From an optimization exercise on the open Yosys and OpenROAD flow, aimed at small area; shortcuts taken in it are not production practice. Where RTL was checked, it was by simulation tests only, not by an equivalence proof against the original. Only the layout flow was run in runs 1 to 3; the RTL was not checked for function there. In every run shown here, the design's own scripts or RTL, not TritonCTS, make the clock network. The flow treats the clock pin as an ideal source. Dropping or thinning the clock tree relies on that and would not hold on a real chip. Power and IR drop assume default switching activity.

**design.v**
```verilog
module ModeMessage (
    input wire [2:0] mode,
    input wire [3:0] msg,
    output reg [41:0] display
);
    localparam A    = 7'b0001000;
    localparam E    = 7'b0000110;
    localparam M    = 7'b0101011;
    localparam N    = 7'b1001000;
    localparam R    = 7'b0101111;
    localparam S    = 7'b0010010;
    localparam T    = 7'b0000111;
    localparam U    = 7'b1000001;
    localparam OFF  = 7'b1111111;
    localparam ONE  = 7'b1111001;
    localparam ZERO = 7'b1000000;
    always @(*) begin
        casez (mode)
            3'b000: display = {U, N, A, R, M, M};
            3'b001: display = {A, R, M, M, OFF, S};
            3'b011: display = {A, R, M, M, OFF, A};
            3'b010: display = {OFF, R, E, S, E, T};
            default: display = {OFF, OFF, msg[0] ? ZERO : ONE, msg[1] ? ZERO : ONE,
                                msg[2] ? ZERO : ONE, msg[3] ? ZERO : ONE};
        endcase
    end
endmodule
module HCSRO4 (
    input wire clk,
    input wire rst,           
    input wire echo,
    output wire trig,
    output reg door_open
);
    localparam IDLE0  = 3'd4;
    localparam SEND   = 3'd2;
    localparam WAITE0 = 3'd6;
    localparam WAITE1 = 3'd7;
    localparam MEAS   = 3'd3;
    localparam WCYC   = 3'd0;
    localparam IDLE   = 3'd1;
    reg [2:0] state;
    assign trig = (state == SEND);
    localparam [14:0] M_P = 15'b010101010101010;
    reg  [14:0] my;
    wire [14:0] m = my ^ M_P;
    wire m_low0 = (m[13:0] == 14'd0);
    wire m_sat  = m_low0 & ~m[14];
    wire m_501  = (m[13] & ~m[12] & ~m[9] & ~m[8] & ~m[7] & ~m[4] & m[3] & ~m[1]);
    localparam [13:0] E_P = 14'b10101010101010;
    reg  [13:0] ey;
    wire [13:0] e = ey ^ E_P;
    wire e_low0 = (e[12:0] == 13'd0);
    wire e_sat  = e_low0 & ~e[13];
    always @(posedge clk) begin
        my <= ((!rst || state == IDLE) ? 15'b001101100000111 : {m[13:0], (m[14] ^ m[13]) & ~m_low0}) ^ M_P;
        ey <= ((state != WAITE1 && state != MEAS) ? 14'b00011000001100 : {e[12:0], (e[13] ^ (e[0] | e[1])) & ~e_low0}) ^ E_P;
        if (!rst) begin
            state     <= IDLE0;
            door_open <= 1;
        end else begin
            case (state)
                IDLE0:  state <= SEND;
                IDLE:   state <= SEND;
                SEND:   if (m_501) state <= WAITE0;
                WAITE0: if (echo) state <= WAITE1;
                WAITE1: if (!echo) state <= MEAS;
                MEAS: begin
                    door_open <= ~e_sat;
                    state <= WCYC;
                end
                WCYC:   if (m_sat) state <= IDLE;
                default: state <= IDLE;
            endcase
        end
    end
endmodule
module AlarmDrive (
    input wire clk,
    input wire rst_n,
    input wire [1:0] alarm_state,
    output reg buzzer,
    output reg police_led,
    output wire [2:0] alarm_leds
);
    localparam [15:0] T_P = 16'b1010101010101010;
    reg  [15:0] ty;
    wire [15:0] t = ty ^ T_P;
    wire tick_1hz = (~t[15] & t[14] & ~t[12] & t[11] & ~t[10] & ~t[9] & ~t[8] & ~t[7] & ~t[6] & ~t[4] & ~t[3] & ~t[2] & ~t[1] & ~t[0]);
    localparam [9:0] B_P = 10'b1010101010;
    reg  [9:0] by;
    wire [9:0] b = by ^ B_P;
    wire tick_buz = (~b[9] & ~b[8] & b[6] & ~b[5] & ~b[4] & b[3] & b[1] & ~b[0]);
    reg buz_active;
    reg led_state;         
    reg led_a, led_b;      
    assign alarm_leds = {led_a, led_b, led_a};
    always @(posedge clk) begin
        ty <= (rst_n ? {t[14:0], t[15] ^ t[2] ^ tick_1hz} : 16'b1010000010000011) ^ T_P;
        by <= (rst_n ? {b[8:0], b[9] ^ b[2] ^ tick_buz} : 10'b0100111001) ^ B_P;
    end
    always @(posedge clk) begin
        if (!rst_n) begin
            buz_active <= 0;
            led_state  <= 0;
            police_led <= 0;
            led_a      <= 0;
            led_b      <= 0;
            buzzer     <= 0;
        end else begin
            if (tick_1hz) begin
                case (alarm_state)
                    2'b00: begin
                        buz_active <= 0; police_led <= 0; led_a <= 0; led_b <= 0;
                    end
                    2'b01: begin
                        led_state <= ~led_state;
                        buz_active <= ~buz_active; police_led <= 0;
                        led_a <= led_state; led_b <= ~led_state;
                    end
                    2'b10: begin
                        buz_active <= ~buz_active; police_led <= 0; led_a <= 1; led_b <= 1;
                    end
                    2'b11: begin
                        buz_active <= ~buz_active; police_led <= ~police_led; led_a <= 0; led_b <= 0;
                    end
                endcase
            end
            if (tick_buz) buzzer <= buz_active & ~buzzer;
        end
    end
endmodule
module SecuritySystem (
    input wire clk,
    input wire rst_n,                             
    input wire multipurpose_button, mode_change,  
    input wire [3:0] passcode_in,
    input wire echo,
    output wire trig,
    output wire buzzer, police_led,
    output wire [2:0] alarm_leds,
    output wire [41:0] display
);
    localparam UNARM = 2'b00;
    localparam ARMS  = 2'b01;
    localparam ARMA  = 2'b11;
    localparam RESET = 2'b10;
    localparam ALRMOFF = 2'b00;
    localparam ALRMON  = 2'b01;
    localparam AWAYSEQ = 2'b10;
    localparam PLCCLD  = 2'b11;
    reg [1:0] state;
    reg mode_change_q;
    reg passcode_confirmed;
    reg show_passcode;          
    reg reset_pass;             
    reg [3:0] passcode;
    reg [1:0] alarm_state;
    reg alarm_new;              
    localparam [18:0] C_P = 19'b0000000111111111111;
    reg  [18:0] cy;
    wire [18:0] c = cy ^ C_P;
    wire c_end = (~c[18] & c[17] & ~c[16] & ~c[15] & c[14] & ~c[13] & ~c[12] & ~c[11] & c[10] & ~c[9] & ~c[8] & c[7] & ~c[6] & c[5] & c[4] & ~c[3] & ~c[2] & ~c[1] & ~c[0]);
    wire mode_change_fall = mode_change_q & ~mode_change;
    wire [1:0] state_next = mode_change_fall ? {state[0], ~state[1]} : state;
    wire door_open;
    wire armed = state[0];
    ModeMessage message(.mode({show_passcode, state}), .msg(passcode_in), .display(display));
    AlarmDrive alarm(.clk(clk), .rst_n(rst_n), .alarm_state(alarm_state), .buzzer(buzzer),
                     .police_led(police_led), .alarm_leds(alarm_leds));
    HCSRO4 sonic(.clk(clk), .rst(rst_n), .echo(echo), .trig(trig), .door_open(door_open));
    wire counting = (alarm_state == AWAYSEQ) | ((alarm_state == ALRMON) & ~alarm_new);
    always @(posedge clk) begin
        if (!rst_n) begin
            state         <= UNARM;
            mode_change_q <= 1;
        end else begin
            state         <= state_next;
            mode_change_q <= mode_change;
        end
    end
    always @(posedge clk) begin
        if (!mode_change) cy <= 19'b1111001000000010100 ^ C_P;
        else if (multipurpose_button) cy <= (counting ? {c[17:0], c[18] ^ c[12]} : 19'b1111111000000000000) ^ C_P;
    end
    always @(posedge clk) begin
        if (!rst_n) begin
            passcode_confirmed <= 0;
            show_passcode      <= 0;
            reset_pass         <= 0;
            passcode           <= 0;
            alarm_state        <= ALRMOFF;
        end else if (!mode_change) begin
            show_passcode <= 0;
            reset_pass    <= 0;
            alarm_state   <= (state_next == ARMA) ? AWAYSEQ : ALRMOFF;
        end else if (!multipurpose_button) begin
            if (state != UNARM) begin
                if (reset_pass) begin
                    reset_pass         <= 0;
                    show_passcode      <= 1;
                    passcode           <= passcode_in;
                    passcode_confirmed <= 0;
                end else begin
                    passcode_confirmed <= (passcode == passcode_in);
                    if (passcode == passcode_in) begin
                        if (state == RESET) reset_pass <= 1;
                        else alarm_state <= ALRMOFF;
                    end
                end
            end
        end else if (armed) begin
            case (alarm_state)
                AWAYSEQ: if (c_end) alarm_state <= ALRMOFF;
                ALRMON: begin
                    if (alarm_new) alarm_state <= PLCCLD;
                    else if (passcode_confirmed) alarm_state <= ALRMOFF;
                    alarm_new <= c_end;
                end
                default: if (door_open) begin
                    alarm_state <= ALRMON;
                    alarm_new <= (alarm_state == ALRMOFF);
                end
            endcase
        end
    end
endmodule
```
**flow/run.sh**
```bash
#!/bin/bash
# The standard layout (standard.sh) with these changes:
#  - synthesis (flow/my_synth.tcl) maps the logic with a portfolio of area-oriented
#    ABC scripts (flow/abc/*.abc and &deepsyn scripts written below), run in four
#    parallel synthesis runs, and keeps the smallest result; no adder extraction.
#    Everything before ABC is the standard synthesis, so the registers are its own;
#  - port buffers are sky130_fd_sc_hd__buf_1;
#  - CTS without dummy loads; then the CTS tree is replaced by a two-level tree
#    (one root buffer, a few clkbuf_8 leaves, flow/ctree.tcl) when its estimated
#    clock-pin slew stays under 110 ps; otherwise the CTS tree is kept.
set -euo pipefail
HERE=$(pwd)
export BUFFER_PORTS_ARGS="-buffer_cell sky130_fd_sc_hd__buf_1"
export CTS_ARGS="-sink_clustering_enable -repair_clock_nets -dont_use_dummy_load -buf_list sky130_fd_sc_hd__clkbuf_8 -sink_clustering_size 50 -sink_clustering_max_diameter 150"
export PLATFORM_DIR=$FLOW_HOME/platforms/$FLOW_PLATFORM
RR=results/$FLOW_PLATFORM/SecuritySystem/base
mkdir -p abc_scripts
for S in 1 2 3 4 5 6 7 8 9 10 11 12; do
  printf '%s\n' strash "&get -n" "&deepsyn -S $S -T 30" "&put" "dch -f" "amap -m" mfs2 strash "dch -f" amap topo > abc_scripts/ds${S}_a.abc
  printf '%s\n' strash "&get -n" "&deepsyn -S $S -T 30" "&put" "dch -f" amap mfs2 strash "dch -f" "amap -m" mfs2 strash "dch -f" amap topo > abc_scripts/ds${S}_b.abc
done
cp flow/abc/*.abc abc_scripts/
ALL=($(ls $HERE/abc_scripts/*.abc))
pids=()
for g in 0 1 2 3; do
  list=""
  for ((i=g; i<${#ALL[@]}; i+=4)); do list="$list ${ALL[$i]}"; done
  sed -e "s#SYNTH_SCRIPT=[^ ]*#SYNTH_SCRIPT=$HERE/flow/my_synth.tcl#" -e "s#WORK_HOME=[^ ]*#WORK_HOME=$HERE/orfs_g$g#" standard.sh > synth_g$g.sh
  grep -q "WORK_HOME=$HERE/orfs_g$g " synth_g$g.sh
  FLOW_ABC_SCRIPTS="$list" bash synth_g$g.sh synth > synth_g$g.log 2>&1 &
  pids+=($!)
done
for p in "${pids[@]}"; do wait $p || true; done
best=""; bestarea=""
for g in 0 1 2 3; do
  f=$HERE/orfs_g$g/$RR/1_2_yosys.v
  [ -f $HERE/orfs_g$g/$RR/1_synth.odb ] || continue
  # registers are paired with the standard synthesis by name: skip a result
  # with an anonymous register name
  if grep -qE 'sky130_fd_sc_hd__\w*df\w* _[0-9]+_ ' $f; then continue; fi
  a=$(grep -h "ABC best" $HERE/orfs_g$g/logs/$FLOW_PLATFORM/SecuritySystem/base/1_2_yosys.log | awk '{print $NF}')
  if [ -z "$best" ] || python3 -c "import sys; sys.exit(0 if float('$a') < float('$bestarea') else 1)"; then best=$g; bestarea=$a; fi
done
if [ -n "$best" ]; then
  echo "synthesis: area portfolio, group $best, ABC area $bestarea" > synth_choice.log
  mv $HERE/orfs_g$best $HERE/orfs
  sed "s#SYNTH_SCRIPT=[^ ]*#SYNTH_SCRIPT=$HERE/flow/my_synth.tcl#" standard.sh > my_standard.sh
else
  echo "synthesis: standard" > synth_choice.log
  cp standard.sh my_standard.sh
fi
R=$HERE/orfs/$RR
bash my_standard.sh cts > flow_to_cts.log 2>&1
cp $R/4_cts.odb ctree_in.odb
chosen=""
for cfg in "5 sky130_fd_sc_hd__clkbuf_8 sky130_fd_sc_hd__clkbuf_2" "6 sky130_fd_sc_hd__clkbuf_8 sky130_fd_sc_hd__clkbuf_2" "7 sky130_fd_sc_hd__clkbuf_8 sky130_fd_sc_hd__clkbuf_2"; do
  set -- $cfg
  rm -f ctree_out.odb
  if IN_ODB=ctree_in.odb IN_SDC=$R/4_cts.sdc OUT_ODB=ctree_out.odb NBUF=$1 BUFM=$2 ROOT=$3 SLACKN=0 \
       openroad -no_init -exit flow/ctree.tcl > ctree_$1.log 2>&1 && [ -f ctree_out.odb ]; then
    s=$(grep "RESULT worst clock pin slew" ctree_$1.log | awk '{print $NF}')
    if [ -n "$s" ] && python3 -c "import sys; sys.exit(0 if float('$s') < 0.110 else 1)"; then chosen=$1; break; fi
  fi
done
echo "clock tree: ${chosen:-CTS}" > ctree_choice.log
if [ -n "$chosen" ]; then
  cp ctree_out.odb $R/4_1_cts.odb
  cp ctree_out.odb $R/4_cts.odb
  touch $R/4_cts.sdc
fi
bash my_standard.sh finish > flow_finish.log 2>&1
```
**flow/abc/a4.abc**
```
strash
dc2
dch -f
amap
topo
```
**flow/abc/c2.abc**
```
strash
dch -f
amap -m
mfs2
strash
dch -f
amap -m
mfs2
strash
dch -f
amap -m
topo
```
**flow/abc/c3.abc**
```
strash
dc2
dch -f
amap
mfs2
strash
dc2
dch -f
amap
mfs2
strash
dc2
dch -f
amap
topo
```
**flow/abc/d1.abc**
```
strash
dc2
dch -f
amap -m
mfs2
strash
dc2
dch -f
amap -m
mfs2
strash
dc2
dch -f
amap -m
topo
```
**flow/abc/e2.abc**
```
strash
balance;rewrite;refactor;balance;rewrite;rewrite -z;balance;refactor -z;rewrite -z;balance
dch -f
amap
mfs2
strash
dch -f
amap
topo
```
**flow/abc/e3.abc**
```
strash
balance;rewrite;refactor;balance;rewrite;rewrite -z;balance;refactor -z;rewrite -z;balance
dch -f
amap -m
mfs2
strash
balance;rewrite;refactor;balance;rewrite;rewrite -z;balance;refactor -z;rewrite -z;balance
dch -f
amap -m
topo
```
**flow/abc/e4.abc**
```
strash
dc2
dch -f
amap
mfs2
strash
dc2
dch -f
amap
topo
```
**flow/abc/e6.abc**
```
strash
dc2
dc2
dch -f
amap
topo
```
**flow/ctree.tcl**
```tcl
# Replace the clock tree made by CTS: clk -> ROOT buffer -> NBUF leaf buffers (BUFM); sinks grouped by capacitated k-means.
read_lef $::env(PLATFORM_DIR)/lef/sky130_fd_sc_hd.tlef
read_lef $::env(PLATFORM_DIR)/lef/sky130_fd_sc_hd_merged.lef
read_liberty $::env(PLATFORM_DIR)/lib/sky130_fd_sc_hd__tt_025C_1v80.lib
read_db $::env(IN_ODB)
read_sdc $::env(IN_SDC)
source $::env(PLATFORM_DIR)/setRC.tcl
set block [ord::get_db_block]
set db [ord::get_db]
set clk [$block findNet clk]
set rm {}
foreach inst [$block getInsts] {
  set n [$inst getName]
  if {[string match clkbuf_* $n] || [string match clkload* $n]} { lappend rm $inst }
}
set rmnets {}
foreach inst $rm { foreach it [$inst getITerms] { set net [$it getNet]; if {$net ne "NULL" && [$net getName] ne "clk" && [$it isOutputSignal]} { lappend rmnets $net } } }
set sinks {}
foreach inst [$block getInsts] { if {[string match *df* [[$inst getMaster] getName]]} { lappend sinks [$inst findITerm CLK] } }
foreach inst $rm { odb::dbInst_destroy $inst }
foreach net $rmnets { odb::dbNet_destroy $net }
set k $::env(NBUF)
set pts {}
foreach it $sinks { set b [[$it getInst] getBBox]; lappend pts [list [expr {([$b xMin]+[$b xMax])/2.0}] [expr {([$b yMin]+[$b yMax])/2.0}] $it] }
# k-means, balanced-ish: init centers from sorted x
set sorted [lsort -real -index 0 $pts]
set cs {}
for {set g 0} {$g < $k} {incr g} { set p [lindex $sorted [expr {int(($g+0.5)*[llength $pts]/$k)}]]; lappend cs [list [lindex $p 0] [lindex $p 1]] }
set cap [expr {int(ceil([llength $pts]*1.0/$k)) + $::env(SLACKN)}]
for {set iter 0} {$iter < 30} {incr iter} {
  # capacitated assignment: greedy by distance
  set pairs {}
  set i 0
  foreach p $pts { set g 0; foreach c $cs { lappend pairs [list [expr {abs([lindex $p 0]-[lindex $c 0])+abs([lindex $p 1]-[lindex $c 1])}] $i $g]; incr g }; incr i }
  set pairs [lsort -real -index 0 $pairs]
  array unset asg; array unset cnt
  for {set g 0} {$g < $k} {incr g} { set cnt($g) 0 }
  foreach pr $pairs { lassign $pr d i g; if {[info exists asg($i)]} continue; if {$cnt($g) >= $cap} continue; set asg($i) $g; incr cnt($g) }
  set ncs {}
  for {set g 0} {$g < $k} {incr g} { set sx 0; set sy 0; set n 0; set i 0; foreach p $pts { if {$asg($i) == $g} { set sx [expr {$sx+[lindex $p 0]}]; set sy [expr {$sy+[lindex $p 1]}]; incr n }; incr i }; if {$n>0} {lappend ncs [list [expr {$sx/$n}] [expr {$sy/$n}]]} else {lappend ncs [lindex $cs $g]} }
  set cs $ncs
}
set src $clk
if {[info exists ::env(ROOT)] && $::env(ROOT) ne ""} {
  set r [odb::dbInst_create $block [$db findMaster $::env(ROOT)] clkbuf_root]
  set rn [odb::dbNet_create $block clknet_root]
  $rn setSigType CLOCK
  [$r findITerm A] connect $clk
  [$r findITerm X] connect $rn
  set sx 0; set sy 0; foreach c $cs { set sx [expr {$sx+[lindex $c 0]}]; set sy [expr {$sy+[lindex $c 1]}] }
  $r setLocation [expr {int($sx/$k)}] [expr {int($sy/$k)}]
  $r setPlacementStatus PLACED
  set src $rn
}
set master [$db findMaster $::env(BUFM)]
for {set g 0} {$g < $k} {incr g} {
  set inst [odb::dbInst_create $block $master clkbuf_leaf_$g]
  set net [odb::dbNet_create $block clknet_leaf_$g]
  $net setSigType CLOCK
  [$inst findITerm A] connect $src
  [$inst findITerm X] connect $net
  set i 0
  foreach p $pts { if {$asg($i) == $g} { [lindex $p 2] connect $net }; incr i }
  set c [lindex $cs $g]
  $inst setLocation [expr {int([lindex $c 0])}] [expr {int([lindex $c 1])}]
  $inst setPlacementStatus PLACED
}
detailed_placement
check_placement
set_propagated_clock [all_clocks]
estimate_parasitics -placement
set worst 0
foreach it $sinks { foreach rf {rise fall} { set s [get_property [get_pins "[[$it getInst] getName]/CLK"] slew_max_$rf]; if {$s > $worst} { set worst $s } } }
puts "RESULT worst clock pin slew: $worst"
report_clock_skew
report_worst_slack -min
if {[info exists ::env(OUT_ODB)]} { write_db $::env(OUT_ODB) }
```
**flow/my_synth.tcl**
```tcl
# synth_recipe.tcl (the standard synthesis) with two changes to the logic
# mapping only: ABC runs each area-oriented script listed in FLOW_ABC_SCRIPTS
# and the smallest mapped result is kept; no adder cells are extracted.
proc synth {args} { yosys synth -nofsm -noshare {*}$args }
proc abc {args} {
  set i [lsearch $args -script]
  set li [lsearch $args -liberty]
  set lib [lindex $args [expr {$li+1}]]
  yosys design -save pre_abc
  set best ""
  set bestarea 1e18
  set k 0
  foreach scr $::env(FLOW_ABC_SCRIPTS) {
    yosys design -load pre_abc
    lset args [expr {$i+1}] $scr
    yosys abc {*}$args
    set f $::env(RESULTS_DIR)/abc_try_$k.stat
    yosys tee -q -o $f stat -liberty $lib
    set fh [open $f r]; set txt [read $fh]; close $fh
    regexp {Chip area for module '[^']*': ([0-9.]+)} $txt -> area
    puts "ABC script $scr: area $area"
    if {$area < $bestarea} { set bestarea $area; set best $k; yosys design -save best_abc }
    incr k
  }
  puts "ABC best: try $best area $bestarea"
  yosys design -load best_abc
}
set ::env(ADDER_MAP_FILE) ""
source $::env(SCRIPTS_DIR)/synth.tcl
# left out here: clear keep_hierarchy, flatten, clean up, hide names made inside functions, write 1_2_yosys.v
```
**standard.sh**
```bash
#!/bin/bash
# synth_recipe.tcl (not shown) runs the flow's synth.tcl, then flattens the netlist and writes it again
# the make line also repeats each setting of config.mk as NAME=value (left out here)
make -C /OpenROAD-flow-scripts/flow DESIGN_CONFIG=/design/flow/config.mk WORK_HOME=/design/flow/orfs CLKGATE_MAP_FILE= SYNTH_SCRIPT=/design/flow/synth_recipe.tcl "${@:-finish}"
```
**config.mk**
```make
export PLATFORM = sky130hd
export DESIGN_NAME = SecuritySystem
export DESIGN_NICKNAME = SecuritySystem
export VERILOG_FILES = /design/flow/design.v
export SDC_FILE = /design/flow/constraint.sdc
export NUM_CORES = 4
export LEC_CHECK = 0
export CAP_MARGIN = 20
export CORE_MARGIN = 2
export CORE_UTILIZATION = 40
export SLEW_MARGIN = 20
```
**constraint.sdc**
```tcl
create_clock -name core_clock -period 25.0 [get_ports {clk}]
set_input_delay 5.0000 -clock core_clock [delete_from_list [all_inputs] [get_ports {clk}]]
set_output_delay 5.0000 -clock core_clock [all_outputs]
set_load 0.01 [all_outputs]
```
==> results by group, run 1 <==
Floorplanning
  – Core area: 8220 um2
  – Die area: ~9200 um2
  – Die width: ~96 um
  – IO Pins: 57
  – Starting density of the core: 41.1%
  – Row Count: 33
  – Die Y: 95.9 um

Placement
  – Buffers on Ports: 55
  – Placed insts: 510
  – Placer Congestion: between 0.7 and 0.8
  – DP Wirelength: 4.23 mm

Yosys
  – Mapped Nets: roughly 380
  – Yosys Warn Count: 4
  – Synth cell types: 36
  – Synth Register Bits: slightly below 100
  – Post-synth EDFFs: 1
  – Post-Syn Area: about 3400 um2
  – Synth area leader: dfxtp_1
  – Synth area leaders: dfxtp_1, nor2_1, buf_4
  – Sequential element share of the synthesized area: about 58%
  – Synth top area share: 56.9%
  – Post-synthesis cell count: 373
  – Avg Inst Size Synth: 9.06 um2
  – Main synth FF type: dfxtp_1
  – Post-synth ARST share: 0%

STA
  – Layout Skew: between 0.015 and 0.02 ns
  – Hold Slack: roughly 0.37 ns
  – Slew HR: 51.1%
  – Worst slew pin tran: 0.716 ns
  – RSZ-0062 raised after global routing: false
  – Setup_tns: 0 ns
  – Final period utilization: a little over two fifths
  – Fmax: 93.5 MHz
  – Hold Fails Final Rpt: 0
  – Final Max Slew Viols: 0
  – Finish-stage setup viols: 0
  – Final Critical Period: 10.70 ns

Global routing
  – Initial antenna violation count: 0
  – First-pass GRT wire length: 9.81 mm
  – Pin count of the biggest net entering global routing: 23
  – Total track usage: 13.1%
  – Vias in the first global route: 2153
  – Grt total ovfl: 0

Power
  – Pleak: 1.30 nW
  – PD cells: roughly 69 nW/um2
  – Worst vdd ir: 0.0390 mV

Cells and area
  – Final nets: roughly 420
  – Most frequent cells in the layout: dfxtp_1, nor2_1, buf_1
  – Final core occ: around 44%
  – Synthesis-to-layout area growth: 7.59%
  – N_diodes: 0
  – Layout cell share with drive strength beyond 1: 1.94%
  – Final std cells w/o fill: 517
  – Commonest non-fill, non-tap cell in the layout: dfxtp_1

Drt
  – Vias: ~2.5k
  – Drt pass-1 iters: 4
  – ANT nets after route: 0
  – Wire length per cell: 11.3 um
  – Starting DRT DRC Count: 111
  – DR vias/cell: 4.81
  – Detailed Route WL: between 5 and 6 mm
  – DRC errors left: 0

Setup path
  – CP peak stage delay: about 0.25 ns
  – Critical-path top delay cell: o21ai_0
  – Critical Path RT: 20.00 ns
  – Crit-path max FO: 5
  – Crit. End Element: output port
  – Critical path class: primary input to output port
  – CP dominant cell by count: buf_1
  – Worst setup SP type: primary input
  – Crit-path cells: buf_1 > o21ai_0 > o21bai_1 > buf_1
  – Crit path DAT: 5.70 ns

Job
  – Maxcap violations: 0

Clock network
  – Clk slew on worst S/H paths: 0.08 ns
  – Clk Latency, worst-skew pair: 0.48 ns
  – PostCTS Resize Cnt: 0
  – Hold Buf Count CTS: 0
  – Post-CTS Setup Inserts: 0
  – Clock Sinks: 97

Outcome
  – Status: complete, no violations

Hold path
  – Worst hold path type: flip-flop to flip-flop
[worst max-delay path, delay by kind of cell]
family | cells | cell delay (ns)
AO/OA/AOI/OAI | 2 | 0.41
buffers and inverters | 2 | 0.29
[power by group]
group / total, W / switching [W] / internal [W]
registers: 0.000164 / 0.00000379 / 0.000160
clock network: 0.0000656 / 0.0000433 / 0.0000224
logic: 0.0000196 / 0.0000132 / 0.00000642
[cell families (layout without fill, tap and decap cells)]
| logic type | count (synthesis) | in the layout | share of synthesized area [%] |
|---|---|---|---|
| AO/OA/AOI/OAI | 75 | 75 | 14.9 |
| XOR/XNOR | 1 | 1 | 0.259 |
| buffers and inverters | 59 | 98 | 9.11 |
| flip-flops | 97 | 97 | 57.8 |
| other | 1 | 1 | 0.111 |
| AND/OR/NAND/NOR | 140 | 140 | 17.9 |
[area by class of cell]
type                            count  area (um2)
Inverter                           35         131
Fill cell                         809        4580
Multi-Input combinational cell    217        1120
Buffer                              7        87.6
Tap cell                          105         131
Sequential cell                    97        1950
Timing Repair Buffer               56         214
[path summary, 6_finish.rpt]
kind                        from        endpoint  slack (ns)  depth (start not counted)
setup / recovery  passcode_in[3]      display[3]       14.30                          4
hold / removal       alarm.by[7]     alarm.by[8]        0.37                          1
setup reg to reg     passcode[2]  alarm_state[1]       22.86                          8
hold reg to reg      alarm.by[7]     alarm.by[8]        0.37                          1
[flip-flops by register name (all words and copies together) (netlist names), 2 cells and up]
register	cells
cy	19
alarm.ty	16
sonic.my	15
sonic.ey	14
alarm.by	10
passcode	4
sonic.state	3
alarm_state	2
state	2
[through the flow]
stage / instance area, um2 / worst slack (ns) / power [W]
final: 3640 / 14.30 / 0.000249
after global routing: 3640 / 14.18 / 0.000262
after CTS: 3670 / 14.30 / 0.000265
after detailed placement: 3550 / 14.31 / 0.000188
after global placement: 3550 / 14.36 / 0.000187
after floorplan: 3380 / 14.42 / 0.000183
[synth_stat cells (all sizes together) (2+ instances only)]
library cell / count
nand3b: 3
nor2: 60
buf: 24
nand4b: 2
clkinv: 35
a22oi: 2
dfxtp: 96
o221ai: 3
a21oi: 11
o22a: 14
o21a: 4
o22ai: 12
nor3: 11
nor2b: 3
nand2: 45
nand3: 6
or2: 2
o21ai: 17
nand4: 4
a31oi: 4
[layer usage]
layer	share of wire, %	up-vias	wire length, um	track usage [%]
met5	0	-	0	0
met4	1.8	0	106	3.81
met3	5.3	8	310	2.74
met2	42	67	2440	21.2
met1	51	1080	2990	17.8
li1	-	1330	-	-
==> run 2, diff against run 1 <==
--- a/design.v
+++ b/design.v
@@ -180,6 +180,10 @@
         end
     end
     always @(posedge clk) begin
+        if (!mode_change || multipurpose_button)
+            alarm_new <= (alarm_state == ALRMON) ? c_end : (alarm_state == ALRMOFF);
+    end
+    always @(posedge clk) begin
         if (!mode_change) cy <= 19'b1111001000000010100 ^ C_P;
         else if (multipurpose_button) cy <= (counting ? {c[17:0], c[18] ^ c[12]} : 19'b1111111000000000000) ^ C_P;
     end
@@ -215,11 +219,9 @@
                 ALRMON: begin
                     if (alarm_new) alarm_state <= PLCCLD;
                     else if (passcode_confirmed) alarm_state <= ALRMOFF;
-                    alarm_new <= c_end;
                 end
                 default: if (door_open) begin
                     alarm_state <= ALRMON;
-                    alarm_new <= (alarm_state == ALRMOFF);
                 end
             endcase
         end
==> results by group, run 2 <==
Drt
  – Wire length per cell: 11.9 um
  – ANT nets after route: 0
  – Vias: 2559
  – DR vias/cell: 4.97
  – Drt pass-1 iters: 4
  – Detailed Route WL: 6.13 mm
  – DRC errors left: 0
  – Starting DRT DRC Count: 103

Global routing
  – Total track usage: 13.3%
  – Vias in the first global route: 2266
  – Pin count of the biggest net entering global routing: 24
  – First-pass GRT wire length: 10.0 mm
  – Grt total ovfl: 0
  – Initial antenna violation count: 0

Setup path
  – Worst setup SP type: primary input
  – CP peak stage delay: roughly 0.27 ns
  – Reg2Reg Setup Slack: 22.67 ns
  – R2R cell count: 9
  – Buf/Inv on CP: 2
  – Crit. End Element: output port
  – CP dominant cell by count: buf_1
  – Critical Path RT: 20.00 ns
  – FF-to-FF Start: passcode[1]
  – Crit-path cells: buf_1 > o21ai_0 > o21bai_1 > buf_1
  – Critical path class: primary input to output port
  – Crit-path max FO: 5
  – Dominant delay contributor by cell family on the critical path: compound AO/OA/AOI/OAI gates
  – Worst R2R End: alarm_state[1]
  – Critical-path top delay cell: o21ai_0
  – Crit path DAT: 5.73 ns

Yosys
  – Synth area leaders: dfxtp_1, nor2_1, buf_4
  – Synth area leader: dfxtp_1
  – Main synth FF type: dfxtp_1
  – Synth Register Bits: 97
  – Yosys Warn Count: 4
  – Post-synthesis cell count: 371
  – Synth top area share: 57.1%
  – Post-synth ARST share: 0%
  – Top post-synthesis cells by count: dfxtp_1, nor2_1, nand2_1
  – Mapped Nets: 380
  – Synth cell types: 37
  – Post-synth EDFFs: 1
  – Avg Inst Size Synth: between 9 and 10 um2
  – Top-count cell post-synth: dfxtp_1
  – Post-Syn Area: 3370 um2
  – Sequential element share of the synthesized area: 58.0%

Cells and area
  – Final core occ: between 40 and 50%
  – Most frequent cells in the layout: dfxtp_1, nor2_1, buf_1
  – N_diodes: 0
  – Synthesis-to-layout area growth: 7.62%
  – Commonest non-fill, non-tap cell in the layout: dfxtp_1
  – Layout cell share with drive strength beyond 1: 1.95%
  – Design area: 3620 um2
  – Largest regs: cy x19, alarm.ty x16, sonic.my x15
  – Number of flip-flops in the largest register: 19
  – Final nets: 421
  – Final std cells w/o fill: 515
  – Most flops, register: cy

STA
  – Layout Skew: 0.0116 ns
  – Setup_tns: 0 ns
  – Finish-stage setup viols: 0
  – Setup slack after layout: 14.27 ns
  – Fmax: 93.2 MHz
  – Hold Fails Final Rpt: 0
  – Final Critical Period: 10.73 ns
  – Slew HR: 48.1%
  – Final Max Slew Viols: 0
  – Worst slew pin tran: 0.775 ns
  – Final period utilization: 42.9%
  – RSZ-0062 raised after global routing: false

Placement
  – Placed cell area: 3530 um2
  – Buffers on Ports: 55
  – Placed insts: 508
  – Pre-CTS worst setup slack: 14.27 ns
  – DP Wirelength: 4.46 mm
  – Placer Congestion: 0.791

Floorplanning
  – Die area: 9160 um2
  – IO Pins: 57
  – Core area: roughly 8000 um2
  – Die Y: 95.7 um
  – Row Count: 33
  – Die width: between 90 and 100 um
  – Starting density of the core: 41.2%

Power
  – Pleak: 1.29 nW
  – PD cells: 69.3 nW/um2
  – Worst vdd ir: about 0.042 mV

Hold path
  – Hold path depth: 1
  – Min-delay src: alarm.ty[13]
  – Hold Path End: alarm.ty[14]
  – Worst hold path type: flip-flop to flip-flop

Clock network
  – Hold Buf Count CTS: 0
  – Post-CTS Setup Inserts: 0
  – Clock Sinks: 97
  – Clk slew on worst S/H paths: 0.10 ns
  – PostCTS Resize Cnt: 0
  – Clk Latency, worst-skew pair: 0.50 ns

Job
  – Maxcap violations: 0

Outcome
  – Status: complete, no violations
run 2: cell types whose count changed after synthesis, moves of 3 or more:
cell | before | now
o21a_1 | 4 | 0
nand3b_1 | 3 | 0
a31oi_1 | 4 | 1
nor4_1 | 1 | 4
nor2_1 | 60 | 65
clkinv_1 | 35 | 30
a21oi_1 | 11 | 15
run 2: through the flow:
stage	power (W)	hold slack, ns
6_report	0.000251	0.383
5_1_grt	0.000265	0.397
4_1_cts	0.000267	0.364
3_5_place_dp	0.000190	0.364
3_3_place_gp	0.000189	0.361
2_1_floorplan	0.000184	0.350
run 2: worst max-delay path by stage:
stage | from | to | cells past startpoint
after detailed placement | passcode_in[3] | display[3] | 4
after global routing | passcode_in[3] | display[3] | 4
after CTS | passcode_in[3] | display[3] | 4
after floorplan | passcode_in[2] | display[10] | 2
final | passcode_in[3] | display[3] | 4
after global placement | passcode_in[3] | display[3] | 4
run 2: cells by family (layout without fill, tap and decap cells):
group           count (synthesis)  count (layout)  synth area share (%)
simple gates                  145             145                  18.8
flops                          97              97                  58.0
compound gates                 73              73                  14.2
buf+inv                        54              93                  8.59
other cells                     1               1                 0.111
xor+xnor                        1               1                 0.260
run 2: routing by layer:
| layer | part of all wire (%) | global-route usage, % |
|---|---|---|
| met5 | 0 | 0 |
| met4 | 1.3 | 2.50 |
| met3 | 5.5 | 2.58 |
| met2 | 46 | 23.5 |
| met1 | 47 | 17.0 |
run 2: cell type report:
cell class | count | area [um2]
Tap cell | 105 | 131
Timing Repair Buffer | 56 | 214
Buffer | 7 | 87.6
Fill cell | 848 | 4550
Sequential cell | 97 | 1950
Inverter | 30 | 113
Multi-Input combinational cell | 220 | 1120
run 2: power breakdown:
| part | internal [W] | switching [W] | total (W) |
|---|---|---|---|
| clock | 0.0000223 | 0.0000429 | 0.0000652 |
| combinational | 0.00000692 | 0.0000141 | 0.0000211 |
| sequential | 0.000161 | 0.00000399 | 0.000165 |
| total | 0.000190 | 0.0000610 | 0.000251 |
==> run 3, diff against run 2 <==
--- a/design.v
+++ b/design.v
@@ -54,7 +54,7 @@
     wire e_sat  = e_low0 & ~e[13];
     always @(posedge clk) begin
         my <= ((!rst || state == IDLE) ? 15'b001101100000111 : {m[13:0], (m[14] ^ m[13]) & ~m_low0}) ^ M_P;
-        ey <= ((state != WAITE1 && state != MEAS) ? 14'b00011000001100 : {e[12:0], (e[13] ^ (e[0] | e[1])) & ~e_low0}) ^ E_P;
+        ey <= ((state == WAITE0) ? 14'b00011000001100 : {e[12:0], (e[13] ^ (e[0] | e[1])) & ~e_low0}) ^ E_P;
         if (!rst) begin
             state     <= IDLE0;
             door_open <= 1;
@@ -110,18 +110,18 @@
         end else begin
             if (tick_1hz) begin
                 case (alarm_state)
-                    2'b00: begin
+                    2'b01: begin   
                         buz_active <= 0; police_led <= 0; led_a <= 0; led_b <= 0;
                     end
-                    2'b01: begin
+                    2'b10: begin   
                         led_state <= ~led_state;
                         buz_active <= ~buz_active; police_led <= 0;
                         led_a <= led_state; led_b <= ~led_state;
                     end
-                    2'b10: begin
+                    2'b11: begin   
                         buz_active <= ~buz_active; police_led <= 0; led_a <= 1; led_b <= 1;
                     end
-                    2'b11: begin
+                    2'b00: begin   
                         buz_active <= ~buz_active; police_led <= ~police_led; led_a <= 0; led_b <= 0;
                     end
                 endcase
@@ -145,10 +145,10 @@
     localparam ARMS  = 2'b01;
     localparam ARMA  = 2'b11;
     localparam RESET = 2'b10;
-    localparam ALRMOFF = 2'b00;
-    localparam ALRMON  = 2'b01;
-    localparam AWAYSEQ = 2'b10;
-    localparam PLCCLD  = 2'b11;
+    localparam ALRMOFF = 2'b01;
+    localparam ALRMON  = 2'b10;
+    localparam AWAYSEQ = 2'b11;
+    localparam PLCCLD  = 2'b00;
     reg [1:0] state;
     reg mode_change_q;
     reg passcode_confirmed;
@@ -178,10 +178,6 @@
             state         <= state_next;
             mode_change_q <= mode_change;
         end
-    end
-    always @(posedge clk) begin
-        if (!mode_change || multipurpose_button)
-            alarm_new <= (alarm_state == ALRMON) ? c_end : (alarm_state == ALRMOFF);
     end
     always @(posedge clk) begin
         if (!mode_change) cy <= 19'b1111001000000010100 ^ C_P;
@@ -219,9 +215,11 @@
                 ALRMON: begin
                     if (alarm_new) alarm_state <= PLCCLD;
                     else if (passcode_confirmed) alarm_state <= ALRMOFF;
+                    alarm_new <= c_end;
                 end
                 default: if (door_open) begin
                     alarm_state <= ALRMON;
+                    alarm_new <= (alarm_state == ALRMOFF);
                 end
             endcase
         end
==> results by group, run 3 <==
Yosys
  – Post-synth ARST share: 0%
  – Avg Inst Size Synth: around 9 um2
  – Synth area leader: dfxtp_1
  – Sequential element share of the synthesized area: 57.9%
  – Top post-synthesis cells by count: dfxtp_1, nor2_1, nand2_1
  – Synth Register Bits: between 90 and 100
  – Synth cell types: 32
  – Synth top area share: 57.0%
  – Main synth FF type: dfxtp_1
  – Post-synth EDFFs: 1
  – Mapped Nets: 385
  – Top-count cell post-synth: dfxtp_1
  – Yosys Warn Count: 4
  – Post-Syn Area: 3370 um2
  – Synth area leaders: dfxtp_1, nor2_1, buf_4
  – Post-synthesis cell count: 376

Global routing
  – First-pass GRT wire length: 10.2 mm
  – Initial antenna violation count: 0
  – Vias in the first global route: about 2.3k
  – Grt total ovfl: 0
  – Pin count of the biggest net entering global routing: 25
  – Total track usage: 13.6%

STA
  – Final period utilization: 42.8%
  – Setup slack after layout: 14.29 ns
  – Layout Skew: 0.0118 ns
  – Worst slew pin tran: 0.872 ns
  – Fmax: slightly above 90 MHz
  – Final Max Slew Viols: 0
  – Hold Slack: 0.380 ns
  – Finish-stage setup viols: 0
  – RSZ-0062 raised after global routing: false
  – Setup_tns: 0 ns
  – Final Critical Period: 10.71 ns
  – Slew HR: 41.3%
  – Hold Fails Final Rpt: 0

Cells and area
  – Largest regs: cy x19, alarm.ty x16, sonic.my x15
  – N_diodes: 0
  – Layout cell share with drive strength beyond 1: under 10%
  – Commonest non-fill, non-tap cell in the layout: dfxtp_1
  – Design area: 3630 um2
  – Register area: 1950 um2
  – Most frequent cells in the layout: dfxtp_1, nor2_1, buf_1
  – Number of flip-flops in the largest register: 19
  – Final nets: around 430
  – Most flops, register: cy
  – Final std cells w/o fill: 520
  – Fill cells: 825
  – Synthesis-to-layout area growth: 7.61%
  – Area occupied by multi-input gates: approximately 1100 um2

Clock network
  – Clock Sinks: 97
  – Clk slew on worst S/H paths: 0.09 ns
  – Clk Latency, worst-skew pair: 0.48 ns
  – Hold Buf Count CTS: 0
  – PostCTS Resize Cnt: 0
  – Post-CTS Setup Inserts: 0

Drt
  – Vias: 2556
  – Wire length per cell: 11.6 um
  – DRC errors left: 0
  – Starting DRT DRC Count: 76
  – Drt pass-1 iters: 4
  – ANT nets after route: 0
  – DR vias/cell: between 4 and 5
  – Detailed Route WL: 6.02 mm

Setup path
  – FF-to-FF Start: alarm.ty[6]
  – Reg2Reg Setup Slack: between 20 and 25 ns
  – Critical Path RT: 20.00 ns
  – Crit. End Element: output port
  – Crit-path max FO: 5
  – Worst setup SP type: primary input
  – Crit path DAT: between 5 and 6 ns
  – Critical path class: primary input to output port
  – Crit path from: passcode_in[3]

Power
  – Net Switching: just under 0.00007 W
  – Pleak: around 1.3 nW
  – Comb pwr share: 10.2%
  – Clock Power Share: 24.1%
  – PD cells: 74.0 nW/um2
  – Sw Share: 25.3%
  – Internal: 0.000201 W
  – Sequential share of power: 65.7%
  – Worst vdd ir: 0.0352 mV

Floorplanning
  – Die Y: 95.8 um
  – Die width: 95.8 um
  – Core area: 8180 um2
  – Row Count: 33
  – Die area: 9170 um2
  – Starting density of the core: 41.2%
  – IO Pins: 57

Placement
  – Pre-CTS worst setup slack: 14.29 ns
  – Placed insts: 513
  – Placer Congestion: 0.758
  – DP Wirelength: 4.33 mm
  – Placed cell area: 3540 um2
  – Buffers on Ports: 55

Job
  – Maxcap violations: 0

Hold path
  – Worst hold path type: flip-flop to flip-flop
  – Min-delay src: alarm.ty[13]

Outcome
  – Status: complete, no violations
-- run 3: layout make-up --
class	instances	share of cell area, %
sequential	97	53.8
multi-input combinational	220	30.6
timing repair buffer	56	5.90
inverter	35	3.62
tap	105	3.62
buffer	7	2.42
-- run 3: kinds of logic (layout without fill, tap and decap cells) --
family / count (synthesis) / count (layout) / synth area share (%)
flip-flops: 97 / 97 / 57.9
AND/OR/NAND/NOR: 139 / 139 / 17.5
buffers and inverters: 59 / 98 / 9.13
AO/OA/AOI/OAI: 80 / 80 / 15.4
other: 1 / 1 / 0.111
-- run 3: through the flow --
step	util, %	power [W]
final	44.4	0.000268
after global routing	44.4	0.000285
after CTS	44.8	0.000284
after detailed placement	43.3	0.000208
after global placement	43.3	0.000207
after floorplan	-	0.000200
-- run 3: path summary, 6_finish.rpt --
kind | end | cells past startpoint
worst min register to register | alarm.ty[14] | 1
worst max-delay path | display[3] | 4
worst min-delay path | alarm.ty[14] | 1
worst max register to register | alarm.police_led | 6
-- run 3: power groups by stage --
stage,Sequential [W],Combinational (W),Clock [W]
after floorplan,0.000178,0.0000223,0
after global placement,0.000180,0.0000272,0
after detailed placement,0.000180,0.0000278,0
after CTS,0.000176,0.0000278,0.0000799
after global routing,0.000178,0.0000325,0.0000738
final,0.000176,0.0000273,0.0000647
-- run 3: worst max-delay path, stage by stage --
cell and delay (ns):
buf_1 0.13, o21ai_0 0.26, o21bai_1 0.15, buf_1 0.17
-- run 3: metal layers --
metal,part of all wire [%],track usage (%),up-vias,routed length (um)
met5,0,0,-,0
met4,1.6,3.33,0,94
met3,5.5,2.51,9,330
met2,44,23.6,61,2660
met1,49,17.6,1152,2930
li1,-,-,1334,-
==> run 4, diff against run 3 <==
--- a/design.v
+++ b/design.v
@@ -110,18 +110,18 @@
         end else begin
             if (tick_1hz) begin
                 case (alarm_state)
-                    2'b01: begin   
+                    2'b00: begin
                         buz_active <= 0; police_led <= 0; led_a <= 0; led_b <= 0;
                     end
-                    2'b10: begin   
+                    2'b01: begin
                         led_state <= ~led_state;
                         buz_active <= ~buz_active; police_led <= 0;
                         led_a <= led_state; led_b <= ~led_state;
                     end
-                    2'b11: begin   
+                    2'b10: begin
                         buz_active <= ~buz_active; police_led <= 0; led_a <= 1; led_b <= 1;
                     end
-                    2'b00: begin   
+                    2'b11: begin
                         buz_active <= ~buz_active; police_led <= ~police_led; led_a <= 0; led_b <= 0;
                     end
                 endcase
@@ -145,10 +145,10 @@
     localparam ARMS  = 2'b01;
     localparam ARMA  = 2'b11;
     localparam RESET = 2'b10;
-    localparam ALRMOFF = 2'b01;
-    localparam ALRMON  = 2'b10;
-    localparam AWAYSEQ = 2'b11;
-    localparam PLCCLD  = 2'b00;
+    localparam ALRMOFF = 2'b00;
+    localparam ALRMON  = 2'b01;
+    localparam AWAYSEQ = 2'b10;
+    localparam PLCCLD  = 2'b11;
     reg [1:0] state;
     reg mode_change_q;
     reg passcode_confirmed;
--- a/flow/run.sh
+++ b/flow/run.sh
@@ -5,9 +5,6 @@
 #    parallel synthesis runs, and keeps the smallest result; no adder extraction.
 #    Everything before ABC is the standard synthesis, so the registers are its own;
 #  - port buffers are sky130_fd_sc_hd__buf_1;
-#  - CTS without dummy loads; then the CTS tree is replaced by a two-level tree
-#    (one root buffer, a few clkbuf_8 leaves, flow/ctree.tcl) when its estimated
-#    clock-pin slew stays under 110 ps; otherwise the CTS tree is kept.
 set -euo pipefail
 HERE=$(pwd)
 export BUFFER_PORTS_ARGS="-buffer_cell sky130_fd_sc_hd__buf_1"
@@ -53,13 +50,13 @@
 bash my_standard.sh cts > flow_to_cts.log 2>&1
 cp $R/4_cts.odb ctree_in.odb
 chosen=""
-for cfg in "5 sky130_fd_sc_hd__clkbuf_8 sky130_fd_sc_hd__clkbuf_2" "6 sky130_fd_sc_hd__clkbuf_8 sky130_fd_sc_hd__clkbuf_2" "7 sky130_fd_sc_hd__clkbuf_8 sky130_fd_sc_hd__clkbuf_2"; do
+for cfg in "5 sky130_fd_sc_hd__clkbuf_8 sky130_fd_sc_hd__clkbuf_2" "5 sky130_fd_sc_hd__clkbuf_8 sky130_fd_sc_hd__clkbuf_4" "6 sky130_fd_sc_hd__clkbuf_8 sky130_fd_sc_hd__clkbuf_2" "7 sky130_fd_sc_hd__clkbuf_8 sky130_fd_sc_hd__clkbuf_2"; do
   set -- $cfg
   rm -f ctree_out.odb
   if IN_ODB=ctree_in.odb IN_SDC=$R/4_cts.sdc OUT_ODB=ctree_out.odb NBUF=$1 BUFM=$2 ROOT=$3 SLACKN=0 \
-       openroad -no_init -exit flow/ctree.tcl > ctree_$1.log 2>&1 && [ -f ctree_out.odb ]; then
-    s=$(grep "RESULT worst clock pin slew" ctree_$1.log | awk '{print $NF}')
-    if [ -n "$s" ] && python3 -c "import sys; sys.exit(0 if float('$s') < 0.110 else 1)"; then chosen=$1; break; fi
+       openroad -no_init -exit flow/ctree.tcl > ctree_$1_${3##*_}.log 2>&1 && [ -f ctree_out.odb ]; then
+    s=$(grep "RESULT worst clock pin slew" ctree_$1_${3##*_}.log | awk '{print $NF}')
+    if [ -n "$s" ] && python3 -c "import sys; sys.exit(0 if float('$s') < 0.120 else 1)"; then chosen="$1 leaves, root ${3##*__}"; break; fi
   fi
 done
 echo "clock tree: ${chosen:-CTS}" > ctree_choice.log
==> results by group, run 4 <==
Setup path
  – Crit-path cells: buf_1 > o21ai_0 > o21bai_1 > buf_1
  – CP dominant cell by count: buf_1
  – Crit path DAT: 5.67 ns
  – Reg2Reg Setup Slack: about 23 ns
  – Crit-path max FO: 5
  – R2R cell count: 6
  – Number of cells on the critical path: 4
  – Buf/Inv on CP: 2
  – Worst setup SP type: primary input
  – Critical-path top delay cell: o21ai_0
  – CP peak stage delay: 0.24 ns
  – FF-to-FF Start: alarm_state[1]
  – Worst R2R End: cy[8]
  – Dominant delay contributor by cell family on the critical path: compound AO/OA/AOI/OAI gates
  – Critical path class: primary input to output port
  – Crit. End Element: output port
  – Crit path from: passcode_in[3]
  – Critical Path RT: 20.00 ns
  – Critical path destination: display[3]

Floorplanning
  – IO Pins: 57
  – Starting density of the core: 41.1%
  – Core area: 8180 um2
  – Die area: approximately 9000 um2
  – Die Y: about 96 um
  – Row Count: 33
  – Die width: between 90 and 100 um

Clock network
  – Hold Buf Count CTS: 0
  – Clk slew on worst S/H paths: 0.11 ns
  – Clk Latency, worst-skew pair: 0.48 ns
  – Clock Sinks: 97
  – PostCTS Resize Cnt: 0
  – Post-CTS Setup Inserts: 0

Yosys
  – Yosys Warn Count: 4
  – Synth area leader: dfxtp_1
  – Sequential element share of the synthesized area: around three fifths
  – Synth area leaders: dfxtp_1, nor2_1, buf_4
  – Post-synth EDFFs: 1
  – Top-count cell post-synth: dfxtp_1
  – Post-synthesis cell count: 370
  – Avg Inst Size Synth: a little over 9 um2
  – Post-synth ARST share: 0%
  – Main synth FF type: dfxtp_1
  – Top post-synthesis cells by count: dfxtp_1, nor2_1, nand2_1
  – Synth Register Bits: 97
  – Post-Syn Area: approximately 3400 um2
  – Synth top area share: 57.1%
  – Synth cell types: 37
  – Mapped Nets: about 380

Drt
  – Vias: about 2.6k
  – Starting DRT DRC Count: 60
  – Metal3 WL: ~270 um
  – DRC errors left: 0
  – DR vias/cell: 5.03
  – Met2 WL: 2.82 mm
  – Drt pass-1 iters: 4
  – ANT nets after route: 0
  – Wire length per cell: 11.7 um
  – Wl on met1: 2.80 mm
  – Detailed Route WL: 6.01 mm
  – DR top layer: met4

STA
  – Fmax: 93.7 MHz
  – Final Max Slew Viols: 0
  – Final period utilization: about 43%
  – RSZ-0062 raised after global routing: false
  – Layout Skew: 0.00571 ns
  – Setup_tns: 0 ns
  – Setup slack after layout: between 10 and 15 ns
  – Final Critical Period: about 11 ns
  – Finish-stage setup viols: 0
  – Worst slew pin tran: 0.892 ns
  – Hold Fails Final Rpt: 0
  – Slew HR: 40.5%

Global routing
  – Total track usage: around an eighth
  – Pin count of the biggest net entering global routing: 22
  – Initial antenna violation count: 0
  – Vias in the first global route: 2216
  – First-pass GRT wire length: 9.89 mm
  – Grt total ovfl: 0

Cells and area
  – Synthesis-to-layout area growth: 7.22%
  – Largest regs: cy x19, alarm.ty x16, sonic.my x15
  – Fill cells: 851
  – Commonest non-fill, non-tap cell in the layout: dfxtp_1
  – Most flops, register: cy
  – Most frequent cells in the layout: dfxtp_1, nor2_1, buf_1
  – N_diodes: 0
  – Final nets: approximately 420
  – Layout cell share with drive strength beyond 1: roughly 1.7%
  – Number of flip-flops in the largest register: 19

Placement
  – Pre-CTS worst setup slack: 14.33 ns
  – Buffers on Ports: 55
  – DP Wirelength: 4.30 mm
  – Placer Congestion: roughly 0.82

Power
  – Total Power: 0.000263 W
  – Pleak: 1.31 nW
  – PD cells: around 73 nW/um2
  – Worst vdd ir: approximately 0.031 mV

Hold path
  – Worst hold path type: flip-flop to flip-flop

Job
  – Maxcap violations: 0

Outcome
  – Status: complete, no violations
run 4: area by class of cell:
cell class              instances  area, um2  share of cell area [%]
plain buffers                   6       73.8                    2.05
inverters                      30        113                    3.12
multi-input cells             219       1120                    31.1
flip-flops and latches         97       1950                    54.1
well taps                     105        131                    3.64
repair buffers                 56        214                    5.93
run 4: metal layers:
metal  up-vias  track usage [%]
met5         -                0
met4         0             3.33
met3        11             2.04
met2        60             23.5
met1      1187             16.6
li1       1321                -
run 4: worst reg2reg max path, cell delays in order (launching register included):
cell      delay [ns]
dfxtp_1         0.41
clkinv_1        0.18
nor2_1          0.17
o21ai_0         0.24
nor2_1          0.22
clkinv_1        0.36
o22a_1          0.33
run 4: worst min path at each step:
stage	from	end	slack, ns	cells after the start
6_report	alarm.by[7]	alarm.by[8]	0.38	1
5_1_grt	alarm.by[7]	alarm.by[8]	0.39	1
4_1_cts	alarm.ty[13]	alarm.ty[14]	0.36	1
3_5_place_dp	alarm.by[7]	alarm.by[8]	0.36	1
3_3_place_gp	alarm.by[7]	alarm.by[8]	0.35	1
2_1_floorplan	alarm.by[7]	alarm.by[8]	0.35	1
run 4: where the power goes:
part           leakage, nW  total (W)  switching (W)  internal (W)
logic                0.466  0.0000264      0.0000167    0.00000973
clock network       0.0401  0.0000614      0.0000425     0.0000189
registers            0.800   0.000175     0.00000751      0.000168
run 4: cell families (layout without fill, tap and decap cells):
logic type,Yosys count,count (layout),synth area share [%]
other,1,1,0.112
buffers and inverters,54,92,8.59
and+or+nand+nor,141,141,18.2
DFF,97,97,58.0
AOI/OAI and AO/OA,76,76,14.8
xor gates and xnor gates,1,1,0.260
run 4: through the flow:
step | instances | hold WS [ns] | util (%) | cell area, um2
6_report | 513 | 0.380 | 44.1 | 3610
5_1_grt | 513 | 0.392 | 44.1 | 3610
4_1_cts | 516 | 0.361 | 44.7 | 3660
3_5_place_dp | 507 | 0.356 | 43.2 | 3530
3_3_place_gp | 507 | 0.354 | 43.2 | 3530
2_1_floorplan | 370 | 0.350 | - | 3360
==> run 5, diff against run 4 <==
--- a/flow/run.sh
+++ b/flow/run.sh
@@ -50,10 +50,10 @@
 bash my_standard.sh cts > flow_to_cts.log 2>&1
 cp $R/4_cts.odb ctree_in.odb
 chosen=""
-for cfg in "5 sky130_fd_sc_hd__clkbuf_8 sky130_fd_sc_hd__clkbuf_2" "5 sky130_fd_sc_hd__clkbuf_8 sky130_fd_sc_hd__clkbuf_4" "6 sky130_fd_sc_hd__clkbuf_8 sky130_fd_sc_hd__clkbuf_2" "7 sky130_fd_sc_hd__clkbuf_8 sky130_fd_sc_hd__clkbuf_2"; do
+for cfg in "4 sky130_fd_sc_hd__clkbuf_8 none" "5 sky130_fd_sc_hd__clkbuf_8 sky130_fd_sc_hd__clkbuf_2" "5 sky130_fd_sc_hd__clkbuf_8 sky130_fd_sc_hd__clkbuf_4" "6 sky130_fd_sc_hd__clkbuf_8 sky130_fd_sc_hd__clkbuf_2" "7 sky130_fd_sc_hd__clkbuf_8 sky130_fd_sc_hd__clkbuf_2"; do
   set -- $cfg
   rm -f ctree_out.odb
-  if IN_ODB=ctree_in.odb IN_SDC=$R/4_cts.sdc OUT_ODB=ctree_out.odb NBUF=$1 BUFM=$2 ROOT=$3 SLACKN=0 \
+  if IN_ODB=ctree_in.odb IN_SDC=$R/4_cts.sdc OUT_ODB=ctree_out.odb NBUF=$1 BUFM=$2 ROOT=${3#none} SLACKN=0 \
        openroad -no_init -exit flow/ctree.tcl > ctree_$1_${3##*_}.log 2>&1 && [ -f ctree_out.odb ]; then
     s=$(grep "RESULT worst clock pin slew" ctree_$1_${3##*_}.log | awk '{print $NF}')
     if [ -n "$s" ] && python3 -c "import sys; sys.exit(0 if float('$s') < 0.120 else 1)"; then chosen="$1 leaves, root ${3##*__}"; break; fi
--- a/config.mk
+++ b/config.mk
@@ -7,5 +7,5 @@
 export LEC_CHECK = 0
 export CAP_MARGIN = 20
 export CORE_MARGIN = 2
-export CORE_UTILIZATION = 40
+export CORE_UTILIZATION = 70
 export SLEW_MARGIN = 20
==> results by group, run 5 <==
Power
  – Total Power: between 0.0002 and 0.0003 W
  – PD cells: 73.9 nW/um2
  – Sequential share of power: 67.1%
  – Worst vdd ir: 0.0584 mV
  – Clock Power Share: 22.8%
  – Comb pwr share: 10.1%
  – Internal: 0.000197 W
  – Pleak: 1.31 nW
  – Sw Share: around a quarter
  – Net Switching: approximately 0.000065 W

Setup path
  – Worst setup SP type: primary input
  – Critical Path RT: 20.00 ns
  – CP peak stage delay: 0.21 ns
  – Critical path class: primary input to output port
  – Buf/Inv on CP: 2
  – Crit-path max FO: 5
  – Crit path DAT: 5.63 ns
  – CP dominant cell by count: buf_1
  – Dominant delay contributor by cell family on the critical path: compound AO/OA/AOI/OAI gates
  – Critical-path top delay cell: o21ai_0
  – Crit. End Element: output port
  – Crit-path cells: buf_1 > o21ai_0 > o21bai_1 > buf_1

Yosys
  – Mapped Nets: 379
  – Post-synthesis cell count: 370
  – Adder-Cell Fraction of Synth Area: 0%
  – Synth area leader: dfxtp_1
  – Top-count cell post-synth: dfxtp_1
  – Synth area leaders: dfxtp_1, nor2_1, buf_4
  – Post-Syn Area: around 3400 um2
  – Synth cell types: 37
  – Yosys Warn Count: 4
  – Main synth FF type: dfxtp_1
  – Largest family of logic cells by synthesized area: simple AND/OR/NAND/NOR gates
  – Sequential element share of the synthesized area: 58.0%
  – Top post-synthesis cells by count: dfxtp_1, nor2_1, nand2_1
  – Synth top area share: 57.1%
  – Simple-Gate Fraction of Synth Area: 18.2%
  – Post-synth ARST share: 0%
  – Area fraction in compound gates after synthesis: between 10 and 15%
  – Avg Inst Size Synth: 9.09 um2
  – Post-synth EDFFs: 1
  – Xor and xnor fraction of the mapped netlist area: 0.260%
  – Synth Register Bits: 97
  – Post-synthesis mux area share: 0%

Drt
  – ANT nets after route: 0
  – DR vias/cell: 5.53
  – Vias: 2557
  – Drt pass-1 iters: 4
  – Wire length per cell: 12.5 um
  – DRC errors left: 0
  – Detailed Route WL: about 5.8 mm
  – Starting DRT DRC Count: 95

STA
  – Slew HR: 44.8%
  – Final Max Slew Viols: 0
  – Worst slew pin tran: 0.828 ns
  – Hold Slack: 0.380 ns
  – Layout Skew: 0.00425 ns
  – Setup_tns: 0 ns
  – Final period utilization: 42.5%
  – Fmax: 94.1 MHz
  – Hold Fails Final Rpt: 0
  – RSZ-0062 raised after global routing: false
  – Final Critical Period: 10.63 ns
  – Finish-stage setup viols: 0

Cells and area
  – Largest regs: cy x19, alarm.ty x16, sonic.my x15
  – Layout cell share with drive strength beyond 1: 1.72%
  – N_diodes: 0
  – Most flops, register: cy
  – Commonest non-fill, non-tap cell in the layout: dfxtp_1
  – Design area: 3540 um2
  – Final nets: between 400 and 500
  – Most frequent cells in the layout: dfxtp_1, nor2_1, buf_1
  – Number of flip-flops in the largest register: 19
  – Final core occ: between 70% and 80%
  – Synthesis-to-layout area growth: 5.32%

Clock network
  – Clock Sinks: 97
  – PostCTS Resize Cnt: 0
  – Clk slew on worst S/H paths: roughly 0.11 ns
  – Clk Latency, worst-skew pair: 0.44 ns
  – Hold Buf Count CTS: 0
  – Post-CTS Setup Inserts: 0

Global routing
  – Pin count of the biggest net entering global routing: 22
  – Vias in the first global route: between 2k and 2.5k
  – Grt total ovfl: 0
  – Total track usage: 21.3%
  – First-pass GRT wire length: between 9 and 10 mm
  – Initial antenna violation count: 0

Placement
  – DP Wirelength: 4.18 mm
  – Placer Congestion: 0.864
  – Placed cell area: approximately 3500 um2
  – Buffers on Ports: 55

Floorplanning
  – Core area: roughly 4700 um2
  – IO Pins: 57
  – Starting density of the core: 71.7%
  – Die Y: around 73 um
  – Row Count: 25
  – Die area: 5380 um2
  – Die width: 73.3 um

Outcome
  – Status: complete, no violations

Job
  – Maxcap violations: 0

Hold path
  – Worst hold path type: flip-flop to flip-flop
-- run 5: metrics by stage --
| step | setup slack, ns | cells |
|---|---|---|
| after floorplan | 14.42 | 370 |
| after global placement | 14.39 | 456 |
| after detailed placement | 14.36 | 456 |
| after CTS | 14.37 | 465 |
| after global routing | 14.24 | 462 |
| final | 14.37 | 462 |
-- run 5: cell type report --
type	count	area, um2
Inverter	30	113
Timing Repair Buffer	56	214
Multi-Input combinational cell	219	1120
Sequential cell	97	1950
Buffer	6	73.8
Fill cell	356	1150
Tap cell	54	67.6
-- run 5: logic make-up (layout without fill, tap and decap cells) --
logic type,Yosys count,in the layout
buf+inv,54,92
simple gates,141,141
flops,97,97
compound gates,76,76
xor+xnor,1,1
other cells,1,1
-- run 5: final timing paths --
path | from | to | slack [ns] | cells past startpoint
max reg2reg | alarm_state[1] | cy[8] | 22.98 | 6
max | passcode_in[3] | display[3] | 14.37 | 4
min reg2reg | alarm.by[7] | alarm.by[8] | 0.38 | 1
min | alarm.by[7] | alarm.by[8] | 0.38 | 1
-- run 5: worst register-to-register path, stage by stage (launching register included) --
cell and delay, ns:
dfxtp_1 0.41, clkinv_1 0.18, nor2_1 0.19, o21ai_0 0.26, nor2_1 0.22, clkinv_1 0.33
o22a_1 0.33
-- run 5: power by group through the flow --
stage	clock network, W	logic (W)	registers, W
after detailed placement	0	0.0000267	0.000179
after global placement	0	0.0000258	0.000179
after global routing	0.0000665	0.0000303	0.000178
final	0.0000598	0.0000264	0.000176
after CTS	0.0000775	0.0000267	0.000176
after floorplan	0	0.0000217	0.000177
-- run 5: layer usage --
layer	vias to the layer above	track usage, %	part of all wire, %
met5	-	0	0
met4	0	4.85	1.5
met3	9	3.02	4.1
met2	55	37.1	48
met1	1177	28.1	46
li1	1316	-	-

static timing again, ports no longer ideal:
No port has a modelled driver above. Below, the same layouts with a new extraction and two added sets of constraints.
Step 1, drivers: a clkbuf_16 drives clk and a buf_2 each remaining input, both assumed.
Step 2, shift: input delay + t, output delay - t, t = (earliest + latest rising clock arrival at the registers) / 2. This alone moves slack from input paths to output paths.
Three values: ideal, step 1, step 2; two values: the first two.
run	t (ns)	setup WS [ns]	hold slack, ns	worst setup path at the end	slew at the worst register clock pin (ns)
run 1	0.494	14.302 / 14.276 / 14.276	0.374 / 0.374 / 0.374	input to output	0.10 / 0.10
run 2	0.518	14.273 / 14.248 / 14.248	0.383 / 0.383 / 0.383	input to output	0.10 / 0.10
run 3	0.501	14.292 / 14.270 / 14.270	0.380 / 0.380 / 0.380	input to output	0.10 / 0.10
run 4	0.506	14.328 / 14.306 / 14.306	0.380 / 0.380 / 0.380	input to output	0.11 / 0.11
run 5	0.461	14.368 / 14.339 / 14.339	0.380 / 0.380 / 0.380	input to output	0.11 / 0.11
After both steps every run listed still meets setup and hold. For run 5, which loses most, drivers alone change the setup slack by -0.029 ns; drivers and shift together by -0.029 ns.
